Background: an optimization exercise with open tools, aiming at small area. Do not read the settings as production practice.
In this exercise RTL edits were held to simulation tests only and were not proved equivalent to the original.
Power and IR drop assume default switching activity.

## systolic_cube_with_mc
module systolic_cube_with_mc #(
    parameter ARRAY_NUM = 3,
    parameter BLOCK_NUM = 3,
    parameter CUBE_NUM  = 3,  
    parameter RAM_DEPTH = 2048
) (
    input  wire                         iClk,
    input  wire                         iRst,
    input  wire                         iStart,
    output wire                         oReady,
    output wire [$clog2(RAM_DEPTH)-1:0] oAddrForDataWeightRam,
    input  wire [31:0]                  iDataFromDataRam,
    input  wire [31:0]                  iWeightFromWeightRam,
    output wire                         oWrEnForResultRam,
    output wire [$clog2(RAM_DEPTH)-1:0] oAddrForResultRam,
    output wire [31:0]                  oDataToResultRam
);
Size in the first run: ~5,900 cells after synthesis, about 950 flip-flops, roughly 120 I/O pins.
==> flow/config.mk <==
export PLATFORM = sky130hd
export DESIGN_NAME = systolic_cube_with_mc
export DESIGN_NICKNAME = systolic_cube_with_mc
export VERILOG_FILES = /design/flow/design.v
export SDC_FILE = /design/flow/constraint.sdc
export NUM_CORES = 4
export LEC_CHECK = 0
export ABC_AREA = 1
export CAP_MARGIN = 20
export CORE_MARGIN = 2
export CORE_UTILIZATION = 45
export CTS_CLUSTER_DIAMETER = 100
export CTS_CLUSTER_SIZE = 22
export SLEW_MARGIN = 20
==> flow/constraint.sdc <==
create_clock -name core_clock -period 10.0 [get_ports {iClk}]
set_input_delay 2.0000 -clock core_clock [delete_from_list [all_inputs] [get_ports {iClk}]]
set_output_delay 2.0000 -clock core_clock [all_outputs]
set_load 0.01 [all_outputs]
standard.sh (not shown) runs the stock make flow with config.mk's settings and CLKGATE_MAP_FILE= SYNTH_SCRIPT=/design/flow/synth_recipe.tcl, a recipe that flattens the netlist after the stock synthesis.
==> flow/flow/run.sh <==
#!/bin/bash
# The standard layout (standard.sh), with two changes to synthesis, neither
# of which touches the registers:
#  - Yosys's synth skips its quick ABC pass (synth -noabc), so the full
#    adders that extract_fa finds are the ones the RTL writes, without the
#    inverters the quick mapping leaves around them;
#  - the final technology mapping runs ABC with flow/abc_area.script (two
#    rounds of choice-based area mapping with don't-care resubstitution, and
#    no buffering or sizing, which placement repairs later).
set -euo pipefail
W=$(pwd)
sed 's/yosys synth -nofsm -noshare /yosys synth -nofsm -noshare -noabc /' "$W/synth_recipe.tcl" > "$W/synth_noabc.tcl"
grep -q -- '-noabc' "$W/synth_noabc.tcl"
cat > "$W/synth_abc.tcl" <<EOT
proc abc {args} {
  set i [lsearch -exact \$args -script]
  if { \$i >= 0 } { set args [lreplace \$args [expr {\$i + 1}] [expr {\$i + 1}] {$W/flow/abc_area.script}] }
  yosys abc {*}\$args
}
source {$W/synth_noabc.tcl}
EOT
bash "$W/standard.sh" "SYNTH_SCRIPT=$W/synth_abc.tcl" finish > "$W/standard.log" 2>&1
==> flow/flow/abc_area.script <==
strash
&get -n
&st
&dch -f
&nf -a -R 1000
&put
mfs2
strash
&get -n
&st
&dch -f
&nf -a -R 1000
&put
topo
==> next run, changes <==
--- a/flow/design.v
+++ b/flow/design.v
@@ -46,16 +46,13 @@
   input  wire [7:0]  iData,
   input  wire [8:0]  iTimes3,
   input  wire [7:0]  iWeight,
   output wire [19:0] oAcc
 );
 reg  [19:0] acc;
-reg         cdef;
-wire        cnext;
 wire [19:0] accg = iClear ? 20'd0 : acc;
-wire        cdefg = iClear ? 1'b0 : cdef;
 wire [8:0]  p0, p1, p2, p3;
 wire [19:0] sum;
 appr_mult_basic_unit u0 (.iDigit(iWeight[1:0]), .iData(iData), .iTimes3(iTimes3), .oPartial(p0));
 appr_mult_basic_unit u1 (.iDigit(iWeight[3:2]), .iData(iData), .iTimes3(iTimes3), .oPartial(p1));
 appr_mult_basic_unit u2 (.iDigit(iWeight[5:4]), .iData(iData), .iTimes3(iTimes3), .oPartial(p2));
 appr_mult_basic_unit u3 (.iDigit(iWeight[7:6]), .iData(iData), .iTimes3(iTimes3), .oPartial(p3));
@@ -223,15 +220,14 @@
 assign s69 = c38 ^ s39 ^ c68;
 assign c70 = (c38 & s39) | (c68 & (c38 ^ s39));
 assign s71 = c40 ^ s41 ^ c70;
 assign c72 = (c40 & s41) | (c70 & (c40 ^ s41));
 assign s73 = c42 ^ s43 ^ c72;
 assign c74 = (c42 & s43) | (c72 & (c42 ^ s43));
-assign cnext = c74;
-assign s75 = c44 ^ s45 ^ cdefg;
-assign c76 = (c44 & s45) | (cdefg & (c44 ^ s45));
+assign s75 = c44 ^ s45 ^ c74;
+assign c76 = (c44 & s45) | (c74 & (c44 ^ s45));
 assign s77 = c46 ^ s47 ^ c76;
 assign c78 = (c46 & s47) | (c76 & (c46 ^ s47));
 assign s79 = c48 ^ s49 ^ c78;
 assign c80 = (c48 & s49) | (c78 & (c48 ^ s49));
 assign s81 = c50 ^ s51 ^ c80;
 assign c82 = (c50 & s51) | (c80 & (c50 ^ s51));
@@ -246,13 +242,12 @@
 assign s91 = accg[18] ^ c90;
 assign c92 = accg[18] & c90;
 assign s93 = accg[19] ^ c92;
 assign sum = {s93, s91, s89, s87, s85, s83, s81, s79, s77, s75, s73, s71, s69, s67, s65, s63, s61, s59, s57, s55};
 always @(posedge iClk) begin
   acc  <= sum;
-  cdef <= cnext;
 end
 assign oAcc = acc;
 endmodule
 module pe_cube (
   input  wire         iClk,
   input  wire         iRst,
Effect:
- The changed run went through all stages and came out clean
- routed wire length rose by 3.5%
- power goes down by 0.75%
- critical path depth is higher by 1
- non-clock buffer count rises by 25
- hold slack degrades by 0.023 ns
- utilization stays flat
- maximum frequency is lower by 14%
- via count shrinks by 0.31%
- synthesized cell count falls by 0.57%

separate check: timing with driven ports:
No port has a modelled driver above. Below, the same layouts with a new extraction and two added sets of constraints. Step 1 (the two cells are an assumption about what drives the block):
set clk [get_ports {iClk}]
set_driving_cell -lib_cell sky130_fd_sc_hd__clkbuf_16 $clk
set_driving_cell -lib_cell sky130_fd_sc_hd__buf_2 [delete_from_list [all_inputs] $clk]
Step 2 times the ports against the registers' clock, not the clock port: input delays grow and output delays shrink by t, the midpoint of the rising clock arrivals with the driver on. a / b / c = no drivers / after step 1 / after step 2; a / b = the first two.
run	t (ns)	setup WS [ns]	worst setup path after step 2	slew at the worst register clock pin (ns)	cell pins on the clock port's net
the first run	0.792	2.245 / 2.245 / 2.245	register to register	0.10 / 0.10	1
the second run	0.799	1.012 / 1.012 / 1.012	register to register	0.10 / 0.10	1
After both steps every run listed still meets setup and hold.
